This is an optimization exercise on Yosys and OpenROAD, whose aim is small area, a short achievable clock period and few clock cycles per item, not a production implementation.
At most, simulation tests tie the RTL to the original design; equivalence was not proved.
Only the layout flow was run in run 1; the RTL was not checked for function there.
Power figures rest on the tool's default switching activity, not on a simulated workload.

==> flow/design.v, too long to show whole: its modules and the start of the top module <==
// module output_fifo: 15 lines
// module side_fifo: 36 lines
// module power_tree_a: 688 lines
// module power_tree_b: 241 lines
// module output_ctrl: 97 lines
// module fft_computer: 90 lines
module fft_computer(
input        i_clk,
input        i_rst_n,
input        i_data_valid,
input [31:0] i_data,
output       o_data_ready,
output       o_data_valid,
output [31:0]o_data,
input        i_data_ready
);
  // ...
==> flow/flow/run.sh <==
#!/bin/bash
# The standard layout (standard.sh) at the same clock period, with
# timing repair aimed at a setup slack of SETUP_SLACK_MARGIN ns instead of 0
# and the port buffers started as buf_2 (repair may resize them).
set -euo pipefail
bash standard.sh SETUP_SLACK_MARGIN=7.0 "BUFFER_PORTS_ARGS=-buffer_cell sky130_fd_sc_hd__buf_2" finish > make.log 2>&1
==> flow/standard.sh <==
#!/bin/bash
# synth_recipe.tcl (not shown) runs the flow's synth.tcl, then flattens the netlist and writes it again
# the make line also repeats each setting of config.mk as NAME=value (left out here)
make -C /OpenROAD-flow-scripts/flow DESIGN_CONFIG=/design/flow/config.mk WORK_HOME=/design/flow/orfs CLKGATE_MAP_FILE= SYNTH_SCRIPT=/design/flow/synth_recipe.tcl "${@:-finish}"
==> flow/config.mk <==
export PLATFORM = sky130hd
export DESIGN_NAME = fft_computer
export DESIGN_NICKNAME = fft_computer
export VERILOG_FILES = /design/flow/design.v
export SDC_FILE = /design/flow/constraint.sdc
export NUM_CORES = 4
export LEC_CHECK = 0
export CAP_MARGIN = 20
export CORE_MARGIN = 2
export CORE_UTILIZATION = 60
export CTS_BUF_LIST = sky130_fd_sc_hd__clkbuf_16
export CTS_CLUSTER_DIAMETER = 80
export CTS_CLUSTER_SIZE = 36
export SLEW_MARGIN = 20
export SYNTH_MEMORY_MAX_BITS = 65536
==> flow/constraint.sdc <==
create_clock -name core_clock -period 10.0 [get_ports {i_clk}]
set_input_delay 2.0000 -clock core_clock [delete_from_list [all_inputs] [get_ports {i_clk}]]
set_output_delay 2.0000 -clock core_clock [all_outputs]
set_load 0.01 [all_outputs]
==> flow_summary.html, run 1 <==
<table>
<tr><th>Metric</th><th>Value</th></tr>
<tr><th colspan="2">Routing</th></tr>
<tr><td>Drt total wl</td><td>77.0 mm</td></tr>
<tr><td>Violation count after the first detailed-routing iteration</td><td>between 1,000 and 1,500</td></tr>
<tr><td>Post-route ant nets</td><td>0</td></tr>
<tr><th colspan="2">Worst setup path</th></tr>
<tr><td>Critical path endpoint</td><td>o_data[18]</td></tr>
<tr><td>Beginning of the critical path</td><td>out_r[18]$_DFFE_PP_</td></tr>
<tr><td>Category of the worst setup path capture point</td><td>primary output</td></tr>
<tr><th colspan="2">Logic synthesis</th></tr>
<tr><td>Dominant cell by count in the synthesized netlist</td><td>sky130_fd_sc_hd__dfxtp_1</td></tr>
<tr><td>Gate count of the mapped netlist</td><td>roughly 3,300</td></tr>
<tr><td>Xor/xnor share of the synthesized area</td><td>0.0134</td></tr>
<tr><td>Mapped Nets</td><td>3,687</td></tr>
<tr><td>Adder-cell share of the synthesized area</td><td>0.106</td></tr>
<tr><td>Largest family of logic cells by synthesized area</td><td>adder cells</td></tr>
<tr><td>Synth area leaders</td><td>sky130_fd_sc_hd__dfxtp_1, sky130_fd_sc_hd__fa_1, sky130_fd_sc_hd__and2_1</td></tr>
<tr><td>Compound-cell area share of the yosys netlist</td><td>0.0119</td></tr>
<tr><td>Seq/Total Area, Yosys</td><td>0.801</td></tr>
<tr><td>Number of flops mapped to enable cells by yosys</td><td>40</td></tr>
<tr><td>Biggest area consumer among synthesized cells</td><td>sky130_fd_sc_hd__dfxtp_1</td></tr>
<tr><th colspan="2">Place</th></tr>
<tr><td>Placed cells</td><td>approximately 4,500</td></tr>
<tr><td>Placed inst area</td><td>54,500 um^2</td></tr>
<tr><td>HPWL after DPL</td><td>~45 mm</td></tr>
<tr><th colspan="2">Die</th></tr>
<tr><td>Chip width</td><td>between 300 and 400 um</td></tr>
<tr><td>Initial core utilization</td><td>0.607</td></tr>
<tr><td>Total core area</td><td>around 87,000 um^2</td></tr>
<tr><th colspan="2">GRT</th></tr>
<tr><td>Combined global-route utilization of all metal layers</td><td>0.174</td></tr>
<tr><td>Leftover overflow at the end of global routing</td><td>0</td></tr>
<tr><td>Routing usage on met2</td><td>0.264</td></tr>
<tr><td>Initial antenna violation count</td><td>2</td></tr>
<tr><th colspan="2">Finish</th></tr>
<tr><td>Commonest cells after routing, fill and taps aside</td><td>sky130_fd_sc_hd__dfxtp_1, sky130_fd_sc_hd__inv_1, sky130_fd_sc_hd__and2_1</td></tr>
<tr><td>Layout Cells excl Fill</td><td>~4,700</td></tr>
<tr><td>Number of multi-input combinational cells in the layout</td><td>927</td></tr>
<tr><td>Registers with the highest flip-flop counts</td><td>store.sr: 1890 flops, m: 91 flops</td></tr>
<tr><td>Non-Clock Buffer Area Fraction</td><td>0.0233</td></tr>
<tr><td>Most common cell after layout, fill and taps aside</td><td>sky130_fd_sc_hd__dfxtp_1</td></tr>
<tr><td>Multi-input logic area</td><td>9910 um^2</td></tr>
<tr><td>Synthesis-to-layout area growth</td><td>10.5%</td></tr>
<tr><th colspan="2">Clocking</th></tr>
<tr><td>TritonCTS clock tree</td><td>done</td></tr>
<tr><td>Count of buffers added by post-CTS timing repair for setup</td><td>57</td></tr>
<tr><th colspan="2">Timing</th></tr>
<tr><td>Final Skew</td><td>just under 40 ps</td></tr>
<tr><td>F_max</td><td>just under 300 MHz</td></tr>
<tr><td>Final worst-path setup slack</td><td>6640 ps</td></tr>
<tr><th colspan="2">Pwr</th></tr>
<tr><td>Part of the total power dissipated in sequential elements</td><td>0.698</td></tr>
<tr><td>VDD IR max</td><td>around 260 uV</td></tr>
<tr><th colspan="2">Run status</th></tr>
<tr><td>Status</td><td>complete, no violations</td></tr>
</table>
==> module power_tree_b, before the edit <==
module power_tree_b(
  input  [90:0] m,
  output [31:0] p
);
  wire s682 = m[2] ^ m[3];
  wire c683 = m[2] & m[3];
  wire s684 = m[5] ^ m[6];
  wire c685 = m[5] & m[6];
  wire s686 = m[7] ^ m[8] ^ m[9];
  wire c687 = (m[7] & m[8]) | (m[7] & m[9]) | (m[8] & m[9]);
  wire s688 = m[10] ^ m[11] ^ m[12];
  wire c689 = (m[10] & m[11]) | (m[10] & m[12]) | (m[11] & m[12]);
  wire s690 = m[13] ^ m[14] ^ m[15];
  wire c691 = (m[13] & m[14]) | (m[13] & m[15]) | (m[14] & m[15]);
  wire s692 = m[16] ^ m[17] ^ m[18];
  wire c693 = (m[16] & m[17]) | (m[16] & m[18]) | (m[17] & m[18]);
  wire s694 = m[19] ^ m[20] ^ m[21];
  wire c695 = (m[19] & m[20]) | (m[19] & m[21]) | (m[20] & m[21]);
  wire s696 = m[22] ^ m[23] ^ m[24];
  wire c697 = (m[22] & m[23]) | (m[22] & m[24]) | (m[23] & m[24]);
  wire s698 = m[25] ^ m[26] ^ m[27];
  wire c699 = (m[25] & m[26]) | (m[25] & m[27]) | (m[26] & m[27]);
  wire s700 = m[28] ^ m[29] ^ m[30];
  wire c701 = (m[28] & m[29]) | (m[28] & m[30]) | (m[29] & m[30]);
  wire s702 = m[31] ^ m[32] ^ m[33];
  wire c703 = (m[31] & m[32]) | (m[31] & m[33]) | (m[32] & m[33]);
  wire s704 = m[34] ^ m[35] ^ m[36];
  wire c705 = (m[34] & m[35]) | (m[34] & m[36]) | (m[35] & m[36]);
  wire s706 = m[37] ^ m[38] ^ m[39];
  wire c707 = (m[37] & m[38]) | (m[37] & m[39]) | (m[38] & m[39]);
  wire s708 = m[40] ^ m[41] ^ m[42];
  wire c709 = (m[40] & m[41]) | (m[40] & m[42]) | (m[41] & m[42]);
  wire s710 = m[43] ^ m[44] ^ m[45];
  wire c711 = (m[43] & m[44]) | (m[43] & m[45]) | (m[44] & m[45]);
  wire s712 = m[46] ^ m[47] ^ m[48];
  wire c713 = (m[46] & m[47]) | (m[46] & m[48]) | (m[47] & m[48]);
  wire s714 = m[49] ^ m[50] ^ m[51];
  wire c715 = (m[49] & m[50]) | (m[49] & m[51]) | (m[50] & m[51]);
  wire s716 = m[52] ^ m[53] ^ m[54];
  wire c717 = (m[52] & m[53]) | (m[52] & m[54]) | (m[53] & m[54]);
  wire s718 = m[55] ^ m[56] ^ m[57];
  wire c719 = (m[55] & m[56]) | (m[55] & m[57]) | (m[56] & m[57]);
  wire s720 = m[58] ^ m[59] ^ m[60];
  wire c721 = (m[58] & m[59]) | (m[58] & m[60]) | (m[59] & m[60]);
  wire s722 = m[61] ^ m[62] ^ m[63];
  wire c723 = (m[61] & m[62]) | (m[61] & m[63]) | (m[62] & m[63]);
  wire s724 = m[64] ^ m[65] ^ m[66];
  wire c725 = (m[64] & m[65]) | (m[64] & m[66]) | (m[65] & m[66]);
  wire s726 = m[67] ^ m[68] ^ m[69];
  wire c727 = (m[67] & m[68]) | (m[67] & m[69]) | (m[68] & m[69]);
  wire s728 = m[70] ^ m[71] ^ m[72];
  wire c729 = (m[70] & m[71]) | (m[70] & m[72]) | (m[71] & m[72]);
  wire s730 = m[73] ^ m[74] ^ m[75];
  wire c731 = (m[73] & m[74]) | (m[73] & m[75]) | (m[74] & m[75]);
  wire s732 = m[76] ^ m[77] ^ m[78];
  wire c733 = (m[76] & m[77]) | (m[76] & m[78]) | (m[77] & m[78]);
  wire s734 = m[79] ^ m[80] ^ m[81];
  wire c735 = (m[79] & m[80]) | (m[79] & m[81]) | (m[80] & m[81]);
  wire s736 = m[82] ^ m[83] ^ m[84];
  wire c737 = (m[82] & m[83]) | (m[82] & m[84]) | (m[83] & m[84]);
  wire s738 = m[85] ^ m[86] ^ m[87];
  wire c739 = (m[85] & m[86]) | (m[85] & m[87]) | (m[86] & m[87]);
  wire s740 = m[88] ^ m[89] ^ m[90];
  wire g0_0 = m[0] & m[1];
  wire p0_0 = m[0] ^ m[1];
  wire g0_2 = s682 & m[4];
  wire p0_2 = s682 ^ m[4];
  wire g0_3 = c683 & s684;
  wire p0_3 = c683 ^ s684;
  wire g0_4 = c685 & s686;
  wire p0_4 = c685 ^ s686;
  wire g0_5 = c687 & s688;
  wire p0_5 = c687 ^ s688;
  wire g0_6 = c689 & s690;
  wire p0_6 = c689 ^ s690;
  wire g0_7 = c691 & s692;
  wire p0_7 = c691 ^ s692;
  wire g0_8 = c693 & s694;
  wire p0_8 = c693 ^ s694;
  wire g0_9 = c695 & s696;
  wire p0_9 = c695 ^ s696;
  wire g0_10 = c697 & s698;
  wire p0_10 = c697 ^ s698;
  wire g0_11 = c699 & s700;
  wire p0_11 = c699 ^ s700;
  wire g0_12 = c701 & s702;
  wire p0_12 = c701 ^ s702;
  wire g0_13 = c703 & s704;
  wire p0_13 = c703 ^ s704;
  wire g0_14 = c705 & s706;
  wire p0_14 = c705 ^ s706;
  wire g0_15 = c707 & s708;
  wire p0_15 = c707 ^ s708;
  wire g0_16 = c709 & s710;
  wire p0_16 = c709 ^ s710;
  wire g0_17 = c711 & s712;
  wire p0_17 = c711 ^ s712;
  wire g0_18 = c713 & s714;
  wire p0_18 = c713 ^ s714;
  wire g0_19 = c715 & s716;
  wire p0_19 = c715 ^ s716;
  wire g0_20 = c717 & s718;
  wire p0_20 = c717 ^ s718;
  wire g0_21 = c719 & s720;
  wire p0_21 = c719 ^ s720;
  wire g0_22 = c721 & s722;
  wire p0_22 = c721 ^ s722;
  wire g0_23 = c723 & s724;
  wire p0_23 = c723 ^ s724;
  wire g0_24 = c725 & s726;
  wire p0_24 = c725 ^ s726;
  wire g0_25 = c727 & s728;
  wire p0_25 = c727 ^ s728;
  wire g0_26 = c729 & s730;
  wire p0_26 = c729 ^ s730;
  wire g0_27 = c731 & s732;
  wire p0_27 = c731 ^ s732;
  wire g0_28 = c733 & s734;
  wire p0_28 = c733 ^ s734;
  wire g0_29 = c735 & s736;
  wire p0_29 = c735 ^ s736;
  wire g0_30 = c737 & s738;
  wire p0_30 = c737 ^ s738;
  wire g0_31 = c739 & s740;
  wire p0_31 = c739 ^ s740;
  wire Gu0_1 = 1'b0 & g0_0;
  wire Pu0_1 = 1'b0 & p0_0;
  wire Gu0_3 = g0_3 | (p0_3 & g0_2);
  wire Pu0_3 = p0_3 & p0_2;
  wire Gu0_5 = g0_5 | (p0_5 & g0_4);
  wire Pu0_5 = p0_5 & p0_4;
  wire Gu0_7 = g0_7 | (p0_7 & g0_6);
  wire Pu0_7 = p0_7 & p0_6;
  wire Gu0_9 = g0_9 | (p0_9 & g0_8);
  wire Pu0_9 = p0_9 & p0_8;
  wire Gu0_11 = g0_11 | (p0_11 & g0_10);
  wire Pu0_11 = p0_11 & p0_10;
  wire Gu0_13 = g0_13 | (p0_13 & g0_12);
  wire Pu0_13 = p0_13 & p0_12;
  wire Gu0_15 = g0_15 | (p0_15 & g0_14);
  wire Pu0_15 = p0_15 & p0_14;
  wire Gu0_17 = g0_17 | (p0_17 & g0_16);
  wire Pu0_17 = p0_17 & p0_16;
  wire Gu0_19 = g0_19 | (p0_19 & g0_18);
  wire Pu0_19 = p0_19 & p0_18;
  wire Gu0_21 = g0_21 | (p0_21 & g0_20);
  wire Pu0_21 = p0_21 & p0_20;
  wire Gu0_23 = g0_23 | (p0_23 & g0_22);
  wire Pu0_23 = p0_23 & p0_22;
  wire Gu0_25 = g0_25 | (p0_25 & g0_24);
  wire Pu0_25 = p0_25 & p0_24;
  wire Gu0_27 = g0_27 | (p0_27 & g0_26);
  wire Pu0_27 = p0_27 & p0_26;
  wire Gu0_29 = g0_29 | (p0_29 & g0_28);
  wire Pu0_29 = p0_29 & p0_28;
  wire Gu0_31 = g0_31 | (p0_31 & g0_30);
  wire Pu0_31 = p0_31 & p0_30;
  wire Gu1_3 = Gu0_3 | (Pu0_3 & Gu0_1);
  wire Pu1_3 = Pu0_3 & Pu0_1;
  wire Gu1_7 = Gu0_7 | (Pu0_7 & Gu0_5);
  wire Pu1_7 = Pu0_7 & Pu0_5;
  wire Gu1_11 = Gu0_11 | (Pu0_11 & Gu0_9);
  wire Pu1_11 = Pu0_11 & Pu0_9;
  wire Gu1_15 = Gu0_15 | (Pu0_15 & Gu0_13);
  wire Pu1_15 = Pu0_15 & Pu0_13;
  wire Gu1_19 = Gu0_19 | (Pu0_19 & Gu0_17);
  wire Pu1_19 = Pu0_19 & Pu0_17;
  wire Gu1_23 = Gu0_23 | (Pu0_23 & Gu0_21);
  wire Pu1_23 = Pu0_23 & Pu0_21;
  wire Gu1_27 = Gu0_27 | (Pu0_27 & Gu0_25);
  wire Pu1_27 = Pu0_27 & Pu0_25;
  wire Gu1_31 = Gu0_31 | (Pu0_31 & Gu0_29);
  wire Pu1_31 = Pu0_31 & Pu0_29;
  wire Gu2_7 = Gu1_7 | (Pu1_7 & Gu1_3);
  wire Pu2_7 = Pu1_7 & Pu1_3;
  wire Gu2_15 = Gu1_15 | (Pu1_15 & Gu1_11);
  wire Pu2_15 = Pu1_15 & Pu1_11;
  wire Gu2_23 = Gu1_23 | (Pu1_23 & Gu1_19);
  wire Pu2_23 = Pu1_23 & Pu1_19;
  wire Gu2_31 = Gu1_31 | (Pu1_31 & Gu1_27);
  wire Pu2_31 = Pu1_31 & Pu1_27;
  wire Gu3_15 = Gu2_15 | (Pu2_15 & Gu2_7);
  wire Pu3_15 = Pu2_15 & Pu2_7;
  wire Gu3_31 = Gu2_31 | (Pu2_31 & Gu2_23);
  wire Pu3_31 = Pu2_31 & Pu2_23;
  wire Gu4_31 = Gu3_31 | (Pu3_31 & Gu3_15);
  wire Pu4_31 = Pu3_31 & Pu3_15;
  wire Gd5_23 = Gu2_23 | (Pu2_23 & Gu3_15);
  wire Pd5_23 = Pu2_23 & Pu3_15;
  wire Gd6_11 = Gu1_11 | (Pu1_11 & Gu2_7);
  wire Pd6_11 = Pu1_11 & Pu2_7;
  wire Gd6_19 = Gu1_19 | (Pu1_19 & Gu3_15);
  wire Pd6_19 = Pu1_19 & Pu3_15;
  wire Gd6_27 = Gu1_27 | (Pu1_27 & Gd5_23);
  wire Pd6_27 = Pu1_27 & Pd5_23;
  wire Gd7_5 = Gu0_5 | (Pu0_5 & Gu1_3);
  wire Pd7_5 = Pu0_5 & Pu1_3;
  wire Gd7_9 = Gu0_9 | (Pu0_9 & Gu2_7);
  wire Pd7_9 = Pu0_9 & Pu2_7;
  wire Gd7_13 = Gu0_13 | (Pu0_13 & Gd6_11);
  wire Pd7_13 = Pu0_13 & Pd6_11;
  wire Gd7_17 = Gu0_17 | (Pu0_17 & Gu3_15);
  wire Pd7_17 = Pu0_17 & Pu3_15;
  wire Gd7_21 = Gu0_21 | (Pu0_21 & Gd6_19);
  wire Pd7_21 = Pu0_21 & Pd6_19;
  wire Gd7_25 = Gu0_25 | (Pu0_25 & Gd5_23);
  wire Pd7_25 = Pu0_25 & Pd5_23;
  wire Gd7_29 = Gu0_29 | (Pu0_29 & Gd6_27);
  wire Pd7_29 = Pu0_29 & Pd6_27;
  wire Gd8_2 = g0_2 | (p0_2 & Gu0_1);
  wire Pd8_2 = p0_2 & Pu0_1;
  wire Gd8_4 = g0_4 | (p0_4 & Gu1_3);
  wire Pd8_4 = p0_4 & Pu1_3;
  wire Gd8_6 = g0_6 | (p0_6 & Gd7_5);
  wire Pd8_6 = p0_6 & Pd7_5;
  wire Gd8_8 = g0_8 | (p0_8 & Gu2_7);
  wire Pd8_8 = p0_8 & Pu2_7;
  wire Gd8_10 = g0_10 | (p0_10 & Gd7_9);
  wire Pd8_10 = p0_10 & Pd7_9;
  wire Gd8_12 = g0_12 | (p0_12 & Gd6_11);
  wire Pd8_12 = p0_12 & Pd6_11;
  wire Gd8_14 = g0_14 | (p0_14 & Gd7_13);
  wire Pd8_14 = p0_14 & Pd7_13;
  wire Gd8_16 = g0_16 | (p0_16 & Gu3_15);
  wire Pd8_16 = p0_16 & Pu3_15;
  wire Gd8_18 = g0_18 | (p0_18 & Gd7_17);
  wire Pd8_18 = p0_18 & Pd7_17;
  wire Gd8_20 = g0_20 | (p0_20 & Gd6_19);
  wire Pd8_20 = p0_20 & Pd6_19;
  wire Gd8_22 = g0_22 | (p0_22 & Gd7_21);
  wire Pd8_22 = p0_22 & Pd7_21;
  wire Gd8_24 = g0_24 | (p0_24 & Gd5_23);
  wire Pd8_24 = p0_24 & Pd5_23;
  wire Gd8_26 = g0_26 | (p0_26 & Gd7_25);
  wire Pd8_26 = p0_26 & Pd7_25;
  wire Gd8_28 = g0_28 | (p0_28 & Gd6_27);
  wire Pd8_28 = p0_28 & Pd6_27;
  wire Gd8_30 = g0_30 | (p0_30 & Gd7_29);
  wire Pd8_30 = p0_30 & Pd7_29;
  assign p = {(p0_31 ^ Gd8_30), (p0_30 ^ Gd7_29), (p0_29 ^ Gd8_28), (p0_28 ^ Gd6_27), (p0_27 ^ Gd8_26), (p0_26 ^ Gd7_25), (p0_25 ^ Gd8_24), (p0_24 ^ Gd5_23), (p0_23 ^ Gd8_22), (p0_22 ^ Gd7_21), (p0_21 ^ Gd8_20), (p0_20 ^ Gd6_19), (p0_19 ^ Gd8_18), (p0_18 ^ Gd7_17), (p0_17 ^ Gd8_16), (p0_16 ^ Gu3_15), (p0_15 ^ Gd8_14), (p0_14 ^ Gd7_13), (p0_13 ^ Gd8_12), (p0_12 ^ Gd6_11), (p0_11 ^ Gd8_10), (p0_10 ^ Gd7_9), (p0_9 ^ Gd8_8), (p0_8 ^ Gu2_7), (p0_7 ^ Gd8_6), (p0_6 ^ Gd7_5), (p0_5 ^ Gd8_4), (p0_4 ^ Gu1_3), (p0_3 ^ Gd8_2), (p0_2 ^ Gu0_1), (1'b0 ^ g0_0), p0_0};
endmodule
==> module fft_computer, before the edit <==
module fft_computer(
input        i_clk,
input        i_rst_n,
input        i_data_valid,
input [31:0] i_data,
output       o_data_ready,
output       o_data_valid,
output [31:0]o_data,
input        i_data_ready
);
localparam MW = 91;      
wire        acc, win, ld;
wire [29:0] tap, head;
wire [31:0] sum, p0;
wire [1:0]  side;
wire [MW-1:0] m_d;
reg  [31:0]   x;         
reg           v1, w1;
reg  [MW-1:0] m;         
reg           v2, w2;
reg  [31:0]   out_r;
output_ctrl ctrl (
    .i_clk(i_clk),
    .i_rst_n(i_rst_n),
    .i_data_valid(i_data_valid),
    .o_data_ready(o_data_ready),
    .o_acc(acc),
    .o_win(win),
    .o_ld(ld),
    .o_data_valid(o_data_valid),
    .i_data_ready(i_data_ready),
    .i_wr_sum(v2 & w2),
    .i_fl_sum(v1 & w1)
);
wire unpack = v1 & w1;
assign p0 = (v1 & ~w1) ? 32'd0 :
            {tap[29:2],
             unpack ? (tap[1] & tap[0]) : tap[1],
             unpack & tap[1] & ~tap[0],
             1'b0,
             tap[0]};
wire pack = v2 & ~w2;
wire [29:0] wr_word = {sum[31:4], pack ? (sum[0] ? sum[3] : sum[2]) : sum[3], sum[0]};
power_tree_a tree_a (
    .x(x),
    .p0(p0),
    .m(m_d)
);
power_tree_b tree_b (
    .m(m),
    .p(sum)
);
output_fifo store (
    .i_clk(i_clk),
    .i_wr_data(wr_word),
    .o_tap_pre(tap),
    .o_head(head)
);
side_fifo side_bits (
    .i_clk(i_clk),
    .i_rst_n(i_rst_n),
    .i_push(v2 & w2),
    .i_data(sum[2:1]),
    .i_pop(ld),
    .o_data(side)
);
always @(posedge i_clk)
begin
    x  <= {i_data[31:16], acc ? i_data[15:0] : 16'd0};
    w1 <= win;
    m  <= m_d;
    w2 <= w1;
    if(ld)
        out_r <= {head[29:2], head[1], side, head[0]};
end
always @(posedge i_clk)
begin
    if(!i_rst_n)
    begin
        v1 <= 1'b0;
        v2 <= 1'b0;
    end
    else
    begin
        v1 <= acc;
        v2 <= v1;
    end
end
assign o_data = out_r;
endmodule
==> inputs of run 2 (changes only) <==
--- a/flow/design.v
+++ b/flow/design.v
@@ -47,17 +47,17 @@
 begin
     if(i_push)
         mem[wp] <= i_data;
 end
 endmodule
 module power_tree_a(
   input  [31:0] x,
   input  [31:0] p0,
-  output [90:0] m
+  output [70:0] m
 );
   wire pp1 = x[0] & x[1];
   wire pp2 = x[0] & x[2];
   wire pp3 = x[0] & x[3];
   wire pp4 = x[0] & x[4];
   wire pp5 = x[0] & x[5];
   wire pp6 = x[0] & x[6];
   wire pp7 = x[0] & x[7];
@@ -729,148 +729,144 @@
   wire s673 = c606 ^ s609 ^ c608;
   wire c674 = (c606 & s609) | (c606 & c608) | (s609 & c608);
   wire s675 = c610 ^ c612 ^ s613;
   wire c676 = (c610 & c612) | (c610 & s613) | (c612 & s613);
   wire s677 = c614 ^ c616 ^ s617;
   wire c678 = (c614 & c616) | (c614 & s617) | (c616 & s617);
   wire s679 = c618 ^ c620 ^ s621;
   wire c680 = (c618 & c620) | (c618 & s621) | (c620 & s621);
-  wire s681 = c622 ^ c624 ^ s625;
-  assign m = {s626, s681, c680, s623, s679, c678, s619, s677, c676, s615, s675, c674, s611, s673, c672, s607, s671, c670, s603, s669, c668, s599, s667, c666, s595, s665, c664, s591, s663, c662, s587, s661, c660, s583, s659, c658, s579, s657, c656, s575, s655, c654, s571, s653, c652, s567, s651, c650, s563, s649, c648, s559, s647, c646, s555, s645, c644, s551, s643, c642, s547, s641, c640, s543, s639, c638, s539, s637, c636, s535, s635, c634, s531, s633, c632, s529, s631, c630, p0[5], s629, c628, p0[4], pp16, s627, p0[3], pp2, p0[2], pp1, x[1], p0[0], x[0]};
+  wire s681 = x[1] ^ pp1 ^ p0[2];
+  wire c682 = (x[1] & pp1) | (x[1] & p0[2]) | (pp1 & p0[2]);
+  wire s683 = pp2 ^ p0[3] ^ c682;
+  wire c684 = (pp2 & p0[3]) | (pp2 & c682) | (p0[3] & c682);
+  wire s685 = pp16 ^ p0[4] ^ s627;
+  wire c686 = (pp16 & p0[4]) | (pp16 & s627) | (p0[4] & s627);
+  wire s687 = p0[5] ^ c628 ^ s629;
+  wire c688 = (p0[5] & c628) | (p0[5] & s629) | (c628 & s629);
+  wire s689 = c630 ^ s631 ^ s529;
+  wire c690 = (c630 & s631) | (c630 & s529) | (s631 & s529);
+  wire s691 = c632 ^ s531 ^ s633;
+  wire c692 = (c632 & s531) | (c632 & s633) | (s531 & s633);
+  wire s693 = s535 ^ c634 ^ s635;
+  wire c694 = (s535 & c634) | (s535 & s635) | (c634 & s635);
+  wire s695 = s539 ^ c636 ^ s637;
+  wire c696 = (s539 & c636) | (s539 & s637) | (c636 & s637);
+  wire s697 = c638 ^ s639 ^ s543;
+  wire c698 = (c638 & s639) | (c638 & s543) | (s639 & s543);
+  wire s699 = c640 ^ s547 ^ s641;
+  wire c700 = (c640 & s547) | (c640 & s641) | (s547 & s641);
+  wire s701 = s551 ^ c642 ^ s643;
+  wire c702 = (s551 & c642) | (s551 & s643) | (c642 & s643);
+  wire s703 = s555 ^ c644 ^ s645;
+  wire c704 = (s555 & c644) | (s555 & s645) | (c644 & s645);
+  wire s705 = s559 ^ c646 ^ s647;
+  wire c706 = (s559 & c646) | (s559 & s647) | (c646 & s647);
+  wire s707 = s563 ^ c648 ^ s649;
+  wire c708 = (s563 & c648) | (s563 & s649) | (c648 & s649);
+  wire s709 = c650 ^ s651 ^ s567;
+  wire c710 = (c650 & s651) | (c650 & s567) | (s651 & s567);
+  wire s711 = c652 ^ s571 ^ s653;
+  wire c712 = (c652 & s571) | (c652 & s653) | (s571 & s653);
+  wire s713 = s575 ^ c654 ^ s655;
+  wire c714 = (s575 & c654) | (s575 & s655) | (c654 & s655);
+  wire s715 = s579 ^ c656 ^ s657;
+  wire c716 = (s579 & c656) | (s579 & s657) | (c656 & s657);
+  wire s717 = s583 ^ c658 ^ s659;
+  wire c718 = (s583 & c658) | (s583 & s659) | (c658 & s659);
+  wire s719 = s587 ^ c660 ^ s661;
+  wire c720 = (s587 & c660) | (s587 & s661) | (c660 & s661);
+  wire s721 = s591 ^ c662 ^ s663;
+  wire c722 = (s591 & c662) | (s591 & s663) | (c662 & s663);
+  wire s723 = c664 ^ s665 ^ s595;
+  wire c724 = (c664 & s665) | (c664 & s595) | (s665 & s595);
+  assign m = {s626, s625, c624, c622, c680, s623, s679, c678, s619, s677, c676, s615, s675, c674, s611, s673, c672, s607, s671, c670, s603, s669, c668, c724, s599, s667, c666, s723, c722, s721, c720, s719, c718, s717, c716, s715, c714, s713, c712, s711, c710, s709, c708, s707, c706, s705, c704, s703, c702, s701, c700, s699, c698, s697, c696, s695, c694, s693, c692, s691, c690, s689, c688, s687, c686, s685, c684, s683, s681, p0[0], x[0]};
 endmodule
 module power_tree_b(
-  input  [90:0] m,
+  input  [70:0] m,
   output [31:0] p
 );
-  wire s682 = m[2] ^ m[3];
-  wire c683 = m[2] & m[3];
-  wire s684 = m[5] ^ m[6];
-  wire c685 = m[5] & m[6];
-  wire s686 = m[7] ^ m[8] ^ m[9];
-  wire c687 = (m[7] & m[8]) | (m[7] & m[9]) | (m[8] & m[9]);
-  wire s688 = m[10] ^ m[11] ^ m[12];
-  wire c689 = (m[10] & m[11]) | (m[10] & m[12]) | (m[11] & m[12]);
-  wire s690 = m[13] ^ m[14] ^ m[15];
-  wire c691 = (m[13] & m[14]) | (m[13] & m[15]) | (m[14] & m[15]);
-  wire s692 = m[16] ^ m[17] ^ m[18];
-  wire c693 = (m[16] & m[17]) | (m[16] & m[18]) | (m[17] & m[18]);
-  wire s694 = m[19] ^ m[20] ^ m[21];
-  wire c695 = (m[19] & m[20]) | (m[19] & m[21]) | (m[20] & m[21]);
-  wire s696 = m[22] ^ m[23] ^ m[24];
-  wire c697 = (m[22] & m[23]) | (m[22] & m[24]) | (m[23] & m[24]);
-  wire s698 = m[25] ^ m[26] ^ m[27];
-  wire c699 = (m[25] & m[26]) | (m[25] & m[27]) | (m[26] & m[27]);
-  wire s700 = m[28] ^ m[29] ^ m[30];
-  wire c701 = (m[28] & m[29]) | (m[28] & m[30]) | (m[29] & m[30]);
-  wire s702 = m[31] ^ m[32] ^ m[33];
-  wire c703 = (m[31] & m[32]) | (m[31] & m[33]) | (m[32] & m[33]);
-  wire s704 = m[34] ^ m[35] ^ m[36];
-  wire c705 = (m[34] & m[35]) | (m[34] & m[36]) | (m[35] & m[36]);
-  wire s706 = m[37] ^ m[38] ^ m[39];
-  wire c707 = (m[37] & m[38]) | (m[37] & m[39]) | (m[38] & m[39]);
-  wire s708 = m[40] ^ m[41] ^ m[42];
-  wire c709 = (m[40] & m[41]) | (m[40] & m[42]) | (m[41] & m[42]);
-  wire s710 = m[43] ^ m[44] ^ m[45];
-  wire c711 = (m[43] & m[44]) | (m[43] & m[45]) | (m[44] & m[45]);
-  wire s712 = m[46] ^ m[47] ^ m[48];
-  wire c713 = (m[46] & m[47]) | (m[46] & m[48]) | (m[47] & m[48]);
-  wire s714 = m[49] ^ m[50] ^ m[51];
-  wire c715 = (m[49] & m[50]) | (m[49] & m[51]) | (m[50] & m[51]);
-  wire s716 = m[52] ^ m[53] ^ m[54];
-  wire c717 = (m[52] & m[53]) | (m[52] & m[54]) | (m[53] & m[54]);
-  wire s718 = m[55] ^ m[56] ^ m[57];
-  wire c719 = (m[55] & m[56]) | (m[55] & m[57]) | (m[56] & m[57]);
-  wire s720 = m[58] ^ m[59] ^ m[60];
-  wire c721 = (m[58] & m[59]) | (m[58] & m[60]) | (m[59] & m[60]);
-  wire s722 = m[61] ^ m[62] ^ m[63];
-  wire c723 = (m[61] & m[62]) | (m[61] & m[63]) | (m[62] & m[63]);
-  wire s724 = m[64] ^ m[65] ^ m[66];
-  wire c725 = (m[64] & m[65]) | (m[64] & m[66]) | (m[65] & m[66]);
-  wire s726 = m[67] ^ m[68] ^ m[69];
-  wire c727 = (m[67] & m[68]) | (m[67] & m[69]) | (m[68] & m[69]);
-  wire s728 = m[70] ^ m[71] ^ m[72];
-  wire c729 = (m[70] & m[71]) | (m[70] & m[72]) | (m[71] & m[72]);
-  wire s730 = m[73] ^ m[74] ^ m[75];
-  wire c731 = (m[73] & m[74]) | (m[73] & m[75]) | (m[74] & m[75]);
-  wire s732 = m[76] ^ m[77] ^ m[78];
-  wire c733 = (m[76] & m[77]) | (m[76] & m[78]) | (m[77] & m[78]);
-  wire s734 = m[79] ^ m[80] ^ m[81];
-  wire c735 = (m[79] & m[80]) | (m[79] & m[81]) | (m[80] & m[81]);
-  wire s736 = m[82] ^ m[83] ^ m[84];
-  wire c737 = (m[82] & m[83]) | (m[82] & m[84]) | (m[83] & m[84]);
-  wire s738 = m[85] ^ m[86] ^ m[87];
-  wire c739 = (m[85] & m[86]) | (m[85] & m[87]) | (m[86] & m[87]);
-  wire s740 = m[88] ^ m[89] ^ m[90];
+  wire s725 = m[44] ^ m[45] ^ m[46];
+  wire c726 = (m[44] & m[45]) | (m[44] & m[46]) | (m[45] & m[46]);
+  wire s727 = m[48] ^ m[49] ^ m[50];
+  wire c728 = (m[48] & m[49]) | (m[48] & m[50]) | (m[49] & m[50]);
+  wire s729 = m[51] ^ m[52] ^ m[53];
+  wire c730 = (m[51] & m[52]) | (m[51] & m[53]) | (m[52] & m[53]);
+  wire s731 = m[54] ^ m[55] ^ m[56];
+  wire c732 = (m[54] & m[55]) | (m[54] & m[56]) | (m[55] & m[56]);
+  wire s733 = m[57] ^ m[58] ^ m[59];
+  wire c734 = (m[57] & m[58]) | (m[57] & m[59]) | (m[58] & m[59]);
+  wire s735 = m[60] ^ m[61] ^ m[62];
+  wire c736 = (m[60] & m[61]) | (m[60] & m[62]) | (m[61] & m[62]);
+  wire s737 = m[63] ^ m[64] ^ m[65];
+  wire c738 = (m[63] & m[64]) | (m[63] & m[65]) | (m[64] & m[65]);
+  wire s739 = m[66] ^ m[67] ^ m[68];
+  wire s740 = m[69] ^ m[70];
+  wire s741 = c738 ^ s739;
   wire g0_0 = m[0] & m[1];
   wire p0_0 = m[0] ^ m[1];
-  wire g0_2 = s682 & m[4];
-  wire p0_2 = s682 ^ m[4];
-  wire g0_3 = c683 & s684;
-  wire p0_3 = c683 ^ s684;
-  wire g0_4 = c685 & s686;
-  wire p0_4 = c685 ^ s686;
-  wire g0_5 = c687 & s688;
-  wire p0_5 = c687 ^ s688;
-  wire g0_6 = c689 & s690;
-  wire p0_6 = c689 ^ s690;
-  wire g0_7 = c691 & s692;
-  wire p0_7 = c691 ^ s692;
-  wire g0_8 = c693 & s694;
-  wire p0_8 = c693 ^ s694;
-  wire g0_9 = c695 & s696;
-  wire p0_9 = c695 ^ s696;
-  wire g0_10 = c697 & s698;
-  wire p0_10 = c697 ^ s698;
-  wire g0_11 = c699 & s700;
-  wire p0_11 = c699 ^ s700;
-  wire g0_12 = c701 & s702;
-  wire p0_12 = c701 ^ s702;
-  wire g0_13 = c703 & s704;
-  wire p0_13 = c703 ^ s704;
-  wire g0_14 = c705 & s706;
-  wire p0_14 = c705 ^ s706;
-  wire g0_15 = c707 & s708;
-  wire p0_15 = c707 ^ s708;
-  wire g0_16 = c709 & s710;
-  wire p0_16 = c709 ^ s710;
-  wire g0_17 = c711 & s712;
-  wire p0_17 = c711 ^ s712;
-  wire g0_18 = c713 & s714;
-  wire p0_18 = c713 ^ s714;
-  wire g0_19 = c715 & s716;
-  wire p0_19 = c715 ^ s716;
-  wire g0_20 = c717 & s718;
-  wire p0_20 = c717 ^ s718;
-  wire g0_21 = c719 & s720;
-  wire p0_21 = c719 ^ s720;
-  wire g0_22 = c721 & s722;
-  wire p0_22 = c721 ^ s722;
-  wire g0_23 = c723 & s724;
-  wire p0_23 = c723 ^ s724;
-  wire g0_24 = c725 & s726;
-  wire p0_24 = c725 ^ s726;
-  wire g0_25 = c727 & s728;
-  wire p0_25 = c727 ^ s728;
-  wire g0_26 = c729 & s730;
-  wire p0_26 = c729 ^ s730;
-  wire g0_27 = c731 & s732;
-  wire p0_27 = c731 ^ s732;
-  wire g0_28 = c733 & s734;
-  wire p0_28 = c733 ^ s734;
-  wire g0_29 = c735 & s736;
-  wire p0_29 = c735 ^ s736;
-  wire g0_30 = c737 & s738;
-  wire p0_30 = c737 ^ s738;
-  wire g0_31 = c739 & s740;
-  wire p0_31 = c739 ^ s740;
+  wire g0_4 = m[4] & m[5];
+  wire p0_4 = m[4] ^ m[5];
+  wire g0_5 = m[6] & m[7];
+  wire p0_5 = m[6] ^ m[7];
+  wire g0_6 = m[8] & m[9];
+  wire p0_6 = m[8] ^ m[9];
+  wire g0_7 = m[10] & m[11];
+  wire p0_7 = m[10] ^ m[11];
+  wire g0_8 = m[12] & m[13];
+  wire p0_8 = m[12] ^ m[13];
+  wire g0_9 = m[14] & m[15];
+  wire p0_9 = m[14] ^ m[15];
+  wire g0_10 = m[16] & m[17];
+  wire p0_10 = m[16] ^ m[17];
+  wire g0_11 = m[18] & m[19];
+  wire p0_11 = m[18] ^ m[19];
+  wire g0_12 = m[20] & m[21];
+  wire p0_12 = m[20] ^ m[21];
+  wire g0_13 = m[22] & m[23];
+  wire p0_13 = m[22] ^ m[23];
+  wire g0_14 = m[24] & m[25];
+  wire p0_14 = m[24] ^ m[25];
+  wire g0_15 = m[26] & m[27];
+  wire p0_15 = m[26] ^ m[27];
+  wire g0_16 = m[28] & m[29];
+  wire p0_16 = m[28] ^ m[29];
+  wire g0_17 = m[30] & m[31];
+  wire p0_17 = m[30] ^ m[31];
+  wire g0_18 = m[32] & m[33];
+  wire p0_18 = m[32] ^ m[33];
+  wire g0_19 = m[34] & m[35];
+  wire p0_19 = m[34] ^ m[35];
+  wire g0_20 = m[36] & m[37];
+  wire p0_20 = m[36] ^ m[37];
+  wire g0_21 = m[38] & m[39];
+  wire p0_21 = m[38] ^ m[39];
+  wire g0_22 = m[40] & m[41];
+  wire p0_22 = m[40] ^ m[41];
+  wire g0_23 = m[42] & m[43];
+  wire p0_23 = m[42] ^ m[43];
+  wire g0_24 = m[47] & s725;
+  wire p0_24 = m[47] ^ s725;
+  wire g0_25 = c726 & s727;
+  wire p0_25 = c726 ^ s727;
+  wire g0_26 = c728 & s729;
+  wire p0_26 = c728 ^ s729;
+  wire g0_27 = c730 & s731;
+  wire p0_27 = c730 ^ s731;
+  wire g0_28 = c732 & s733;
+  wire p0_28 = c732 ^ s733;
+  wire g0_29 = c734 & s735;
+  wire p0_29 = c734 ^ s735;
+  wire g0_30 = c736 & s737;
+  wire p0_30 = c736 ^ s737;
+  wire g0_31 = s741 & s740;
+  wire p0_31 = s741 ^ s740;
   wire Gu0_1 = 1'b0 & g0_0;
   wire Pu0_1 = 1'b0 & p0_0;
-  wire Gu0_3 = g0_3 | (p0_3 & g0_2);
-  wire Pu0_3 = p0_3 & p0_2;
+  wire Pu0_3 = m[3] & m[2];
   wire Gu0_5 = g0_5 | (p0_5 & g0_4);
   wire Pu0_5 = p0_5 & p0_4;
   wire Gu0_7 = g0_7 | (p0_7 & g0_6);
   wire Pu0_7 = p0_7 & p0_6;
   wire Gu0_9 = g0_9 | (p0_9 & g0_8);
   wire Pu0_9 = p0_9 & p0_8;
   wire Gu0_11 = g0_11 | (p0_11 & g0_10);
   wire Pu0_11 = p0_11 & p0_10;
@@ -889,17 +885,17 @@
   wire Gu0_25 = g0_25 | (p0_25 & g0_24);
   wire Pu0_25 = p0_25 & p0_24;
   wire Gu0_27 = g0_27 | (p0_27 & g0_26);
   wire Pu0_27 = p0_27 & p0_26;
   wire Gu0_29 = g0_29 | (p0_29 & g0_28);
   wire Pu0_29 = p0_29 & p0_28;
   wire Gu0_31 = g0_31 | (p0_31 & g0_30);
   wire Pu0_31 = p0_31 & p0_30;
-  wire Gu1_3 = Gu0_3 | (Pu0_3 & Gu0_1);
+  wire Gu1_3 = Pu0_3 & Gu0_1;
   wire Pu1_3 = Pu0_3 & Pu0_1;
   wire Gu1_7 = Gu0_7 | (Pu0_7 & Gu0_5);
   wire Pu1_7 = Pu0_7 & Pu0_5;
   wire Gu1_11 = Gu0_11 | (Pu0_11 & Gu0_9);
   wire Pu1_11 = Pu0_11 & Pu0_9;
   wire Gu1_15 = Gu0_15 | (Pu0_15 & Gu0_13);
   wire Pu1_15 = Pu0_15 & Pu0_13;
   wire Gu1_19 = Gu0_19 | (Pu0_19 & Gu0_17);
@@ -941,18 +937,18 @@
   wire Gd7_17 = Gu0_17 | (Pu0_17 & Gu3_15);
   wire Pd7_17 = Pu0_17 & Pu3_15;
   wire Gd7_21 = Gu0_21 | (Pu0_21 & Gd6_19);
   wire Pd7_21 = Pu0_21 & Pd6_19;
   wire Gd7_25 = Gu0_25 | (Pu0_25 & Gd5_23);
   wire Pd7_25 = Pu0_25 & Pd5_23;
   wire Gd7_29 = Gu0_29 | (Pu0_29 & Gd6_27);
   wire Pd7_29 = Pu0_29 & Pd6_27;
-  wire Gd8_2 = g0_2 | (p0_2 & Gu0_1);
-  wire Pd8_2 = p0_2 & Pu0_1;
+  wire Gd8_2 = m[2] & Gu0_1;
+  wire Pd8_2 = m[2] & Pu0_1;
   wire Gd8_4 = g0_4 | (p0_4 & Gu1_3);
   wire Pd8_4 = p0_4 & Pu1_3;
   wire Gd8_6 = g0_6 | (p0_6 & Gd7_5);
   wire Pd8_6 = p0_6 & Pd7_5;
   wire Gd8_8 = g0_8 | (p0_8 & Gu2_7);
   wire Pd8_8 = p0_8 & Pu2_7;
   wire Gd8_10 = g0_10 | (p0_10 & Gd7_9);
   wire Pd8_10 = p0_10 & Pd7_9;
@@ -971,17 +967,17 @@
   wire Gd8_24 = g0_24 | (p0_24 & Gd5_23);
   wire Pd8_24 = p0_24 & Pd5_23;
   wire Gd8_26 = g0_26 | (p0_26 & Gd7_25);
   wire Pd8_26 = p0_26 & Pd7_25;
   wire Gd8_28 = g0_28 | (p0_28 & Gd6_27);
   wire Pd8_28 = p0_28 & Pd6_27;
   wire Gd8_30 = g0_30 | (p0_30 & Gd7_29);
   wire Pd8_30 = p0_30 & Pd7_29;
-  assign p = {(p0_31 ^ Gd8_30), (p0_30 ^ Gd7_29), (p0_29 ^ Gd8_28), (p0_28 ^ Gd6_27), (p0_27 ^ Gd8_26), (p0_26 ^ Gd7_25), (p0_25 ^ Gd8_24), (p0_24 ^ Gd5_23), (p0_23 ^ Gd8_22), (p0_22 ^ Gd7_21), (p0_21 ^ Gd8_20), (p0_20 ^ Gd6_19), (p0_19 ^ Gd8_18), (p0_18 ^ Gd7_17), (p0_17 ^ Gd8_16), (p0_16 ^ Gu3_15), (p0_15 ^ Gd8_14), (p0_14 ^ Gd7_13), (p0_13 ^ Gd8_12), (p0_12 ^ Gd6_11), (p0_11 ^ Gd8_10), (p0_10 ^ Gd7_9), (p0_9 ^ Gd8_8), (p0_8 ^ Gu2_7), (p0_7 ^ Gd8_6), (p0_6 ^ Gd7_5), (p0_5 ^ Gd8_4), (p0_4 ^ Gu1_3), (p0_3 ^ Gd8_2), (p0_2 ^ Gu0_1), (1'b0 ^ g0_0), p0_0};
+  assign p = {(p0_31 ^ Gd8_30), (p0_30 ^ Gd7_29), (p0_29 ^ Gd8_28), (p0_28 ^ Gd6_27), (p0_27 ^ Gd8_26), (p0_26 ^ Gd7_25), (p0_25 ^ Gd8_24), (p0_24 ^ Gd5_23), (p0_23 ^ Gd8_22), (p0_22 ^ Gd7_21), (p0_21 ^ Gd8_20), (p0_20 ^ Gd6_19), (p0_19 ^ Gd8_18), (p0_18 ^ Gd7_17), (p0_17 ^ Gd8_16), (p0_16 ^ Gu3_15), (p0_15 ^ Gd8_14), (p0_14 ^ Gd7_13), (p0_13 ^ Gd8_12), (p0_12 ^ Gd6_11), (p0_11 ^ Gd8_10), (p0_10 ^ Gd7_9), (p0_9 ^ Gd8_8), (p0_8 ^ Gu2_7), (p0_7 ^ Gd8_6), (p0_6 ^ Gd7_5), (p0_5 ^ Gd8_4), (p0_4 ^ Gu1_3), (m[3] ^ Gd8_2), (m[2] ^ Gu0_1), (1'b0 ^ g0_0), p0_0};
 endmodule
 module output_ctrl #(
   parameter LAT   = 3,          
   parameter DEPTH = 4           
 )(
   input        i_clk,
   input        i_rst_n,
   input        i_data_valid,
@@ -1080,17 +1076,17 @@
 input        i_rst_n,
 input        i_data_valid,
 input [31:0] i_data,
 output       o_data_ready,
 output       o_data_valid,
 output [31:0]o_data,
 input        i_data_ready
 );
-localparam MW = 91;      
+localparam MW = 71;      
 wire        acc, win, ld;
 wire [29:0] tap, head;
 wire [31:0] sum, p0;
 wire [1:0]  side;
 wire [MW-1:0] m_d;
 reg  [31:0]   x;         
 reg           v1, w1;
 reg  [MW-1:0] m;         
==> flow/flow/run.sh (replaced) <==
#!/bin/bash
# The standard layout (standard.sh) at the same clock period, with:
# - timing repair aimed at a setup slack of SETUP_SLACK_MARGIN ns instead of 0,
# - port buffers started as buf_2 (repair may resize them),
# - clock tree synthesis without dummy load cells.
set -euo pipefail
CTS="-sink_clustering_enable -repair_clock_nets -sink_clustering_size 32 -sink_clustering_max_diameter 70 -buf_list sky130_fd_sc_hd__clkbuf_16 -dont_use_dummy_load"
bash standard.sh SETUP_SLACK_MARGIN=7.0 "BUFFER_PORTS_ARGS=-buffer_cell sky130_fd_sc_hd__buf_2" "CTS_ARGS=$CTS" finish > make.log 2>&1
==> flow/config.mk (replaced) <==
export PLATFORM = sky130hd
export DESIGN_NAME = fft_computer
export DESIGN_NICKNAME = fft_computer
export VERILOG_FILES = /design/flow/design.v
export SDC_FILE = /design/flow/constraint.sdc
export NUM_CORES = 4
export LEC_CHECK = 0
export CAP_MARGIN = 20
export CORE_MARGIN = 2
export CORE_UTILIZATION = 60
export CTS_BUF_LIST = sky130_fd_sc_hd__clkbuf_16
export CTS_CLUSTER_DIAMETER = 70
export CTS_CLUSTER_SIZE = 32
export SLEW_MARGIN = 20
export SYNTH_MEMORY_MAX_BITS = 65536
==> run 2 against run 1 <==
Compared with the run above:
- critical path depth did not move
- largest cell class unchanged
- sequential cell count is 20 lower
- non-clock buffer count grew 20
- final cell count down 0.70%
==> flow_summary.html, run 2 <==
<table>
<tr><th>Metric</th><th>Value</th></tr>
<tr><th colspan="2">Run status</th></tr>
<tr><td>Status</td><td>complete, no violations (unchanged)</td></tr>
<tr><th colspan="2">Clocking</th></tr>
<tr><td>TritonCTS clock tree</td><td>done (unchanged)</td></tr>
<tr><td>Clk slew on worst S/H paths</td><td>110 ps (was 120 ps)</td></tr>
<tr><td>Insertion delay of the later-clocked pin in the worst-skew pair</td><td>670 ps (was 680 ps)</td></tr>
<tr><td>Count of hold-fix buffers inserted at cts</td><td>0 (unchanged)</td></tr>
<tr><td>Number of clock sinks</td><td>2,073 (was 2,093)</td></tr>
<tr><td>Max H-tree Level</td><td>3 (unchanged)</td></tr>
<tr><td>Number of clock buffers inserted by TritonCTS</td><td>79 (was 73)</td></tr>
<tr><td>Cell at the root of the clock tree</td><td>sky130_fd_sc_hd__clkbuf_16 (unchanged)</td></tr>
<tr><td>Bufs on Longest Clock Path</td><td>3 (unchanged)</td></tr>
<tr><th colspan="2">Worst setup path</th></tr>
<tr><td>Crit path max-delay family</td><td>flip-flops (unchanged)</td></tr>
<tr><td>Category of the worst setup path capture point</td><td>primary output (unchanged)</td></tr>
<tr><td>Crit start category</td><td>register (unchanged)</td></tr>
<tr><td>Top fanout value on the critical path</td><td>1 (unchanged)</td></tr>
<tr><td>CP max-delay cell</td><td>sky130_fd_sc_hd__edfxtp_1 (unchanged)</td></tr>
<tr><td>Buffers &amp; Inverters on Critical Path</td><td>1 (unchanged)</td></tr>
<tr><td>Data required time at the worst endpoint</td><td>8000 ps (about the same)</td></tr>
<tr><td>R2R setup slack</td><td>6700 ps (was 6690 ps)</td></tr>
<tr><td>Slowest stage delay, CP</td><td>500 ps (about the same)</td></tr>
<tr><td>Critical path class</td><td>reg2out (unchanged)</td></tr>
<tr><td>Arrival time of data at the critical path endpoint</td><td>1310 ps (was 1360 ps)</td></tr>
<tr><td>Reg2reg path depth</td><td>10 (was 11)</td></tr>
<tr><td>Cell-by-cell listing of the critical path</td><td>buf_6 (was buf_2)</td></tr>
<tr><td>Depth of the critical timing path with buffers and inverters included</td><td>1 (unchanged)</td></tr>
<tr><th colspan="2">Logic synthesis</th></tr>
<tr><td>Post-synthesis cell type count</td><td>54 (unchanged)</td></tr>
<tr><td>Biggest area consumer among synthesized cells</td><td>sky130_fd_sc_hd__dfxtp_1 (unchanged)</td></tr>
<tr><td>Fraction of synthesized cell area taken by the top area cell type</td><td>0.779 (was 0.778)</td></tr>
<tr><td>Seq/Total Area, Yosys</td><td>0.802 (was 0.801)</td></tr>
<tr><td>Post-Synthesis Mean Instance Area</td><td>15.8 um^2 (about the same)</td></tr>
<tr><td>YS warnings</td><td>4 (unchanged)</td></tr>
<tr><td>Synth area leaders</td><td>sky130_fd_sc_hd__dfxtp_1, sky130_fd_sc_hd__fa_1, sky130_fd_sc_hd__edfxtp_1 (was sky130_fd_sc_hd__dfxtp_1, sky130_fd_sc_hd__fa_1, sky130_fd_sc_hd__and2_1)</td></tr>
<tr><td>Mapped Nets</td><td>3,660 (was 3,687)</td></tr>
<tr><td>Dominant cell by count in the synthesized netlist</td><td>sky130_fd_sc_hd__dfxtp_1 (unchanged)</td></tr>
<tr><td>Synth Cell Area</td><td>52,200 um^2 (was 52,800 um^2)</td></tr>
<tr><td>Primary FF master, synth</td><td>sky130_fd_sc_hd__dfxtp_1 (unchanged)</td></tr>
<tr><td>Number of flops mapped to enable cells by yosys</td><td>40 (unchanged)</td></tr>
<tr><td>Async set or reset register ratio after synthesis</td><td>0 (unchanged)</td></tr>
<tr><td>Gate count of the mapped netlist</td><td>3,313 (was 3,336)</td></tr>
<tr><td>Most used standard cells in the synthesized netlist</td><td>sky130_fd_sc_hd__dfxtp_1, sky130_fd_sc_hd__inv_1, sky130_fd_sc_hd__fa_1, sky130_fd_sc_hd__nand2_1, sky130_fd_sc_hd__and2_1 (was sky130_fd_sc_hd__dfxtp_1, sky130_fd_sc_hd__inv_1, sky130_fd_sc_hd__fa_1, sky130_fd_sc_hd__and2_1, sky130_fd_sc_hd__nand2_1)</td></tr>
<tr><td>Flops &amp; latches, synth</td><td>2,073 (was 2,093)</td></tr>
<tr><th colspan="2">GRT</th></tr>
<tr><td>Leftover overflow at the end of global routing</td><td>0 (unchanged)</td></tr>
<tr><td>Combined global-route utilization of all metal layers</td><td>0.179 (was 0.174)</td></tr>
<tr><td>Initial antenna violation count</td><td>2 (unchanged)</td></tr>
<tr><td>Wire length of the first global-routing pass</td><td>125 mm (was 123 mm)</td></tr>
<tr><td>Maximum number of pins on one net before global-route repair</td><td>38 (unchanged)</td></tr>
<tr><td>Via count of the first global-routing pass</td><td>22,776 (was 22,635)</td></tr>
<tr><th colspan="2">Finish</th></tr>
<tr><td>Most common cell after layout, fill and taps aside</td><td>sky130_fd_sc_hd__dfxtp_1 (unchanged)</td></tr>
<tr><td>Register with the most flip-flops</td><td>store.sr (unchanged)</td></tr>
<tr><td>Layout Cells excl Fill</td><td>4,667 (was 4,700)</td></tr>
<tr><td>Share of post-route cells with drive strength above 1</td><td>0.124 (was 0.123)</td></tr>
<tr><td>Flip-flop count of the largest register, all copies and words added</td><td>1,890 (unchanged)</td></tr>
<tr><td>Synthesis-to-layout area growth</td><td>10.1% (was 10.5%)</td></tr>
<tr><td>Layout Nets</td><td>3,859 (was 3,862)</td></tr>
<tr><td>Registers with the highest flip-flop counts</td><td>store.sr: 1890 flops, m: 71 flops (was store.sr: 1890 flops, m: 91 flops)</td></tr>
<tr><td>Commonest cells after routing, fill and taps aside</td><td>sky130_fd_sc_hd__dfxtp_1, sky130_fd_sc_hd__inv_1, sky130_fd_sc_hd__fa_1 (was sky130_fd_sc_hd__dfxtp_1, sky130_fd_sc_hd__inv_1, sky130_fd_sc_hd__and2_1)</td></tr>
<tr><th colspan="2">Die</th></tr>
<tr><td>Number of placement rows</td><td>108 (unchanged)</td></tr>
<tr><td>Total core area</td><td>86,500 um^2 (was 87,000 um^2)</td></tr>
<tr><td>Die outline area</td><td>89,400 um^2 (was 90,400 um^2)</td></tr>
<tr><td>Die outline height</td><td>299 um (was 301 um)</td></tr>
<tr><td>Number of top-level design ports</td><td>70 (unchanged)</td></tr>
<tr><td>Initial core utilization</td><td>0.604 (was 0.607)</td></tr>
<tr><td>Chip width</td><td>299 um (was 301 um)</td></tr>
<tr><th colspan="2">Place</th></tr>
<tr><td>Worst Setup Slack post-DPL</td><td>5940 ps (was 5900 ps)</td></tr>
<tr><td>Weighted congestion reported at the end of routability-driven placement</td><td>0.813 (was 0.822)</td></tr>
<tr><td>Placed cells</td><td>4,488 (was 4,517)</td></tr>
<tr><td>HPWL after DPL</td><td>45.6 mm (was 45.4 mm)</td></tr>
<tr><td>Input/output buffers</td><td>69 (unchanged)</td></tr>
<tr><th colspan="2">Pwr</th></tr>
<tr><td>Leak Pwr</td><td>24.2 nW (was 24.7 nW)</td></tr>
<tr><td>Overall power of the completed layout</td><td>15.8 mW (was 16.2 mW)</td></tr>
<tr><td>VDD IR max</td><td>214 uV (was 260 uV)</td></tr>
<tr><td>Ratio of total power to cell area</td><td>275 nW/um^2 (was 277 nW/um^2)</td></tr>
<tr><th colspan="2">Min path</th></tr>
<tr><td>Count of cells along the worst hold path</td><td>0 (unchanged)</td></tr>
<tr><td>Min-delay worst type</td><td>reg2reg (unchanged)</td></tr>
<tr><th colspan="2">Timing</th></tr>
<tr><td>Slew Viols, Final</td><td>0 (unchanged)</td></tr>
<tr><td>Final worst-path setup slack</td><td>6690 ps (was 6640 ps)</td></tr>
<tr><td>Setup-failing EPs final</td><td>0 (unchanged)</td></tr>
<tr><td>Final period utilization</td><td>0.331 (was 0.336)</td></tr>
<tr><td>Post-Route Setup TNS</td><td>0 ps (unchanged)</td></tr>
<tr><td>Final Skew</td><td>72.1 ps (was 38.5 ps)</td></tr>
<tr><td>Final Hold Slack</td><td>291 ps (was 304 ps)</td></tr>
<tr><td>Relative slew margins</td><td>0.450 (was 0.566)</td></tr>
<tr><td>Post-layout minimum cycle time</td><td>3310 ps (was 3360 ps)</td></tr>
<tr><td>Setup repair after global routing missed its margin</td><td>true (unchanged)</td></tr>
<tr><td>F_max</td><td>302 MHz (was 298 MHz)</td></tr>
<tr><td>Transition time of the tightest slew-check pin</td><td>824 ps (was 648 ps)</td></tr>
<tr><td>Final hold viol count</td><td>0 (unchanged)</td></tr>
<tr><th colspan="2">Routing</th></tr>
<tr><td>Avg Vias per Cell</td><td>4.57 (was 4.56)</td></tr>
<tr><td>Post-route ant nets</td><td>0 (unchanged)</td></tr>
<tr><td>DRC violation count after routing</td><td>0 (unchanged)</td></tr>
<tr><td>Drt first pass iters</td><td>5 (unchanged)</td></tr>
<tr><td>Total number of vias</td><td>21,328 (was 21,421)</td></tr>
<tr><td>Drt total wl</td><td>78.1 mm (was 77.0 mm)</td></tr>
<tr><td>Violation count after the first detailed-routing iteration</td><td>1,006 (was 1,036)</td></tr>
<tr><td>Routed WL per cell</td><td>16.7 um (was 16.4 um)</td></tr>
<tr><th colspan="2">Job</th></tr>
<tr><td>Max-cap violations</td><td>0 (unchanged)</td></tr>
</table>
-- run 2: layout make-up --
| type | instances | area (um^2) |
|---|---|---|
| Sequential cell | 2073 | 42000 |
| Fill cell | 6050 | 29000 |
| Multi-Input combinational cell | 921 | 9540 |
| Clock buffer | 79 | 1980 |
| Timing Repair Buffer | 172 | 1550 |
| Tap cell | 1155 | 1450 |
| Inverter | 265 | 1000 |
| Antenna cell | 2 | 5.00 |
-- run 2: cells by family (layout without fill, tap and decap cells) --
kind of cell / Yosys count / after routing / share of synthesized area
AOI/OAI and AO/OA: 89 / 89 / 0.0107
xor gates and xnor gates: 79 / 79 / 0.0136
adders and majority gates: 311 / 311 / 0.107
buffers and inverters: 319 / 516 / 0.0231
DFF: 2073 / 2073 / 0.802
muxes: 5 / 5 / 0.00146
other: 0 / 2 / 0
and+or+nand+nor: 437 / 437 / 0.0425
-- run 2: final timing paths --
path	to	startpoint
setup / recovery	o_data[31]	out_r[31]$_DFFE_PP_
hold / removal	store.sr[210]$_DFF_P_	store.sr[180]$_DFF_P_
setup reg to reg	m[58]$_DFF_P_	x[11]$_SDFF_PN0_
hold reg to reg	store.sr[210]$_DFF_P_	store.sr[180]$_DFF_P_
-- run 2: through the flow --
| stage | utilization | area, um^2 |
|---|---|---|
| after floorplan | - | 52600 |
| after global placement | 0.624 | 54000 |
| after detailed placement | 0.624 | 54000 |
| after CTS | 0.660 | 57000 |
| after global routing | 0.665 | 57500 |
| final | 0.665 | 57500 |
-- run 2: repair_timing --
item / CTS / global route
pin swaps: 31 / 56
cloned: 3 / 1
gates resized for setup: 127 / 91
setup endpoints to repair: 116 / 77
buffers inserted: 72 / 22
-- run 2: per-layer routing --
metal / track usage / routed length, um / up-vias
met3: 0.0365 / 4050 / 129
met1: 0.262 / 38100 / 10439
met5: 0 / 0 / -
met2: 0.273 / 33800 / 373
met4: 0.0542 / 2220 / 0
li1: - / - / 10387
-- run 2: where the power goes --
group | total [mW] | internal, mW | leakage (nW) | switching, mW
Sequential | 11.2 | 10.6 | 17.2 | 0.610
Combinational | 1.03 | 0.436 | 5.96 | 0.589
Clock | 3.61 | 1.43 | 0.974 | 2.18
Testbench counts of run 2, summed over its fixed seeds: cycles 8,224, items 4,096.
==> inputs of run 3 (changes only) <==
==> flow/flow/run.sh (replaced) <==
#!/bin/bash
# The standard layout (standard.sh) at the same clock period, with:
# - timing repair aimed at a setup slack of SETUP_SLACK_MARGIN ns instead of 0,
# - port buffers started as buf_2 (repair may resize them),
# - clock tree synthesis without dummy load cells.
set -euo pipefail
CTS="-sink_clustering_enable -repair_clock_nets -sink_clustering_size 34 -sink_clustering_max_diameter 70 -buf_list sky130_fd_sc_hd__clkbuf_16 -dont_use_dummy_load"
bash standard.sh SETUP_SLACK_MARGIN=7.0 "BUFFER_PORTS_ARGS=-buffer_cell sky130_fd_sc_hd__buf_2" "CTS_ARGS=$CTS" finish > make.log 2>&1
--- a/flow/config.mk
+++ b/flow/config.mk
@@ -7,9 +7,9 @@
 export LEC_CHECK = 0
 export CAP_MARGIN = 20
 export CORE_MARGIN = 2
-export CORE_UTILIZATION = 60
+export CORE_UTILIZATION = 65
 export CTS_BUF_LIST = sky130_fd_sc_hd__clkbuf_16
 export CTS_CLUSTER_DIAMETER = 70
-export CTS_CLUSTER_SIZE = 32
+export CTS_CLUSTER_SIZE = 34
 export SLEW_MARGIN = 20
 export SYNTH_MEMORY_MAX_BITS = 65536
==> run 3 against run 2 <==
Compared with the run above:
- sequential power about the same
- non-clock buffer count grew 28
- combinational power up 9%
- power up 1.3%
- global-route usage grew 4.4 points
- sequential cell count stayed put
- maximum frequency down 0.28%
- first-iteration DRC count up 10%
- clock skew rose by 66 ps
- routed wire length up 14%
- clock power about the same
- critical path type is now reg2reg
- largest power group unchanged
==> flow_summary.html, run 3 <==
<table>
<tr><th>Metric</th><th>Value</th></tr>
<tr><th colspan="2">Logic synthesis</th></tr>
<tr><td>Post-Synthesis Mean Instance Area</td><td>15.8 um^2 (unchanged)</td></tr>
<tr><td>Primary FF master, synth</td><td>sky130_fd_sc_hd__dfxtp_1 (unchanged)</td></tr>
<tr><td>Number of flops mapped to enable cells by yosys</td><td>40 (unchanged)</td></tr>
<tr><td>Dominant cell by count in the synthesized netlist</td><td>sky130_fd_sc_hd__dfxtp_1 (unchanged)</td></tr>
<tr><td>Flops &amp; latches, synth</td><td>2,073 (unchanged)</td></tr>
<tr><td>Biggest area consumer among synthesized cells</td><td>sky130_fd_sc_hd__dfxtp_1 (unchanged)</td></tr>
<tr><td>Mapped Nets</td><td>3,660 (unchanged)</td></tr>
<tr><td>Synth Cell Area</td><td>52,200 um^2 (unchanged)</td></tr>
<tr><th colspan="2">Clocking</th></tr>
<tr><td>Max H-tree Level</td><td>3 (unchanged)</td></tr>
<tr><td>Insertion delay of the later-clocked pin in the worst-skew pair</td><td>690 ps (was 670 ps)</td></tr>
<tr><td>TritonCTS clock tree</td><td>done (unchanged)</td></tr>
<tr><td>Number of clock buffers inserted by TritonCTS</td><td>76 (was 79)</td></tr>
<tr><th colspan="2">Routing</th></tr>
<tr><td>Met2 routed WL</td><td>43.4 mm (was 33.8 mm)</td></tr>
<tr><td>Post-route ant nets</td><td>0 (unchanged)</td></tr>
<tr><td>Avg Vias per Cell</td><td>4.75 (was 4.57)</td></tr>
<tr><td>Routed WL per cell</td><td>19.4 um (was 16.7 um)</td></tr>
<tr><td>Detailed-route wire length on metal 1</td><td>38.8 mm (was 38.1 mm)</td></tr>
<tr><th colspan="2">Job</th></tr>
<tr><td>Max-cap violations</td><td>0 (unchanged)</td></tr>
<tr><th colspan="2">Timing</th></tr>
<tr><td>Post-Route Setup TNS</td><td>0 ps (unchanged)</td></tr>
<tr><td>Transition time of the tightest slew-check pin</td><td>828 ps (was 824 ps)</td></tr>
<tr><td>F_max</td><td>302 MHz (about the same)</td></tr>
<tr><td>Setup repair after global routing missed its margin</td><td>true (unchanged)</td></tr>
<tr><td>Slew Viols, Final</td><td>0 (unchanged)</td></tr>
<tr><th colspan="2">Die</th></tr>
<tr><td>Die outline height</td><td>287 um (was 299 um)</td></tr>
<tr><th colspan="2">Finish</th></tr>
<tr><td>Registers with the highest flip-flop counts</td><td>store.sr: 1890 flops, m: 71 flops (unchanged)</td></tr>
<tr><td>Commonest cells after routing, fill and taps aside</td><td>sky130_fd_sc_hd__dfxtp_1, sky130_fd_sc_hd__inv_1, sky130_fd_sc_hd__fa_1 (unchanged)</td></tr>
<tr><td>Final Util</td><td>0.731 (was 0.665)</td></tr>
<tr><td>Synthesis-to-layout area growth</td><td>10.9% (was 10.1%)</td></tr>
<tr><th colspan="2">Worst setup path</th></tr>
<tr><td>Crit start category</td><td>register (unchanged)</td></tr>
<tr><td>CP max-delay cell</td><td>sky130_fd_sc_hd__fa_1 (was sky130_fd_sc_hd__edfxtp_1)</td></tr>
<tr><td>Slowest stage delay, CP</td><td>540 ps (was 500 ps)</td></tr>
<tr><th colspan="2">Pwr</th></tr>
<tr><td>Leak Pwr</td><td>24.4 nW (was 24.2 nW)</td></tr>
<tr><th colspan="2">GRT</th></tr>
<tr><td>Leftover overflow at the end of global routing</td><td>0 (unchanged)</td></tr>
<tr><th colspan="2">Run status</th></tr>
<tr><td>Status</td><td>complete, no violations (unchanged)</td></tr>
</table>
run 3: changes by cell type in the layout (fill, tap and decap cells not counted), moves of 7 or more:
cell and change:
sky130_fd_sc_hd__inv_2 +12, sky130_fd_sc_hd__and2_4 +9, sky130_fd_sc_hd__and2_1 -9, sky130_fd_sc_hd__inv_1 -12
sky130_fd_sc_hd__fa_2 +11, sky130_fd_sc_hd__buf_12 +15, sky130_fd_sc_hd__buf_8 +7, sky130_fd_sc_hd__nand2_1 -10
sky130_fd_sc_hd__fa_1 -11
run 3: what timing repair did:
action                                  4_1_cts  5_1_grt
endpoints found under the setup margin      106       82
gates cloned                                  4        0
pin swaps                                    55       74
hold buffers                                  0        0
buffers inserted                            107       16
resized for setup                           173      133
run 3: how the worst min path moves through the flow:
stage / start / end / depth (start not counted)
5_1_grt: store.sr[903]$_DFF_P_ / store.sr[933]$_DFF_P_ / 0
2_1_floorplan: store.sr[970]$_DFF_P_ / store.sr[1000]$_DFF_P_ / 0
6_report: store.sr[903]$_DFF_P_ / store.sr[933]$_DFF_P_ / 0
3_3_place_gp: store.sr[490]$_DFF_P_ / store.sr[520]$_DFF_P_ / 0
4_1_cts: store.sr[1411]$_DFF_P_ / store.sr[1441]$_DFF_P_ / 0
3_5_place_dp: store.sr[1336]$_DFF_P_ / store.sr[1366]$_DFF_P_ / 0
run 3: worst max-delay path, delay by kind of cell, from the launching register on:
kind / cells / cell delay [ps]
buffers and inverters: 3 / 240
adders and majority gates: 5 / 2350
and+or+nand+nor: 1 / 160
DFF: 1 / 380
run 3: logic make-up after synthesis:
logic type | after synthesis | synth area share
and+or+nand+nor | 437 | 0.0425
xor gates and xnor gates | 79 | 0.0136
muxes | 5 | 0.00146
AOI/OAI and AO/OA | 89 | 0.0107
buffers and inverters | 319 | 0.0231
DFF | 2073 | 0.802
adders and majority gates | 311 | 0.107
run 3: metrics by stage:
stage	hold WS [ps]	area [um^2]	total power [mW]
6_report	280	57900	16.0
5_1_grt	280	57900	16.7
4_1_cts	281	57400	16.1
3_5_place_dp	312	53800	12.3
3_3_place_gp	310	53800	12.2
2_1_floorplan	310	52600	11.7
run 3: area by class of cell:
| class | instances | area (um^2) |
|---|---|---|
| Antenna cell | 1 | 2.50 |
| Clock buffer | 76 | 1900 |
| Fill cell | 4859 | 21300 |
| Inverter | 265 | 1000 |
| Multi-Input combinational cell | 921 | 9700 |
| Sequential cell | 2073 | 42000 |
| Tap cell | 1050 | 1310 |
| Timing Repair Buffer | 200 | 2000 |
run 3: report_power, final:
| group | total, mW | internal (mW) | switching [mW] | leakage, nW |
|---|---|---|---|---|
| clock | 3.63 | 1.38 | 2.25 | 0.937 |
| combinational | 1.12 | 0.477 | 0.641 | 6.20 |
| sequential | 11.3 | 10.6 | 0.700 | 17.2 |
| total | 16.0 | 12.4 | 3.59 | 24.4 |
run 3: layer usage:
metal,vias to the layer above,global-route usage
met5,-,0
met4,2,0.0682
met3,181,0.0437
met2,431,0.375
met1,10729,0.294
li1,10459,-
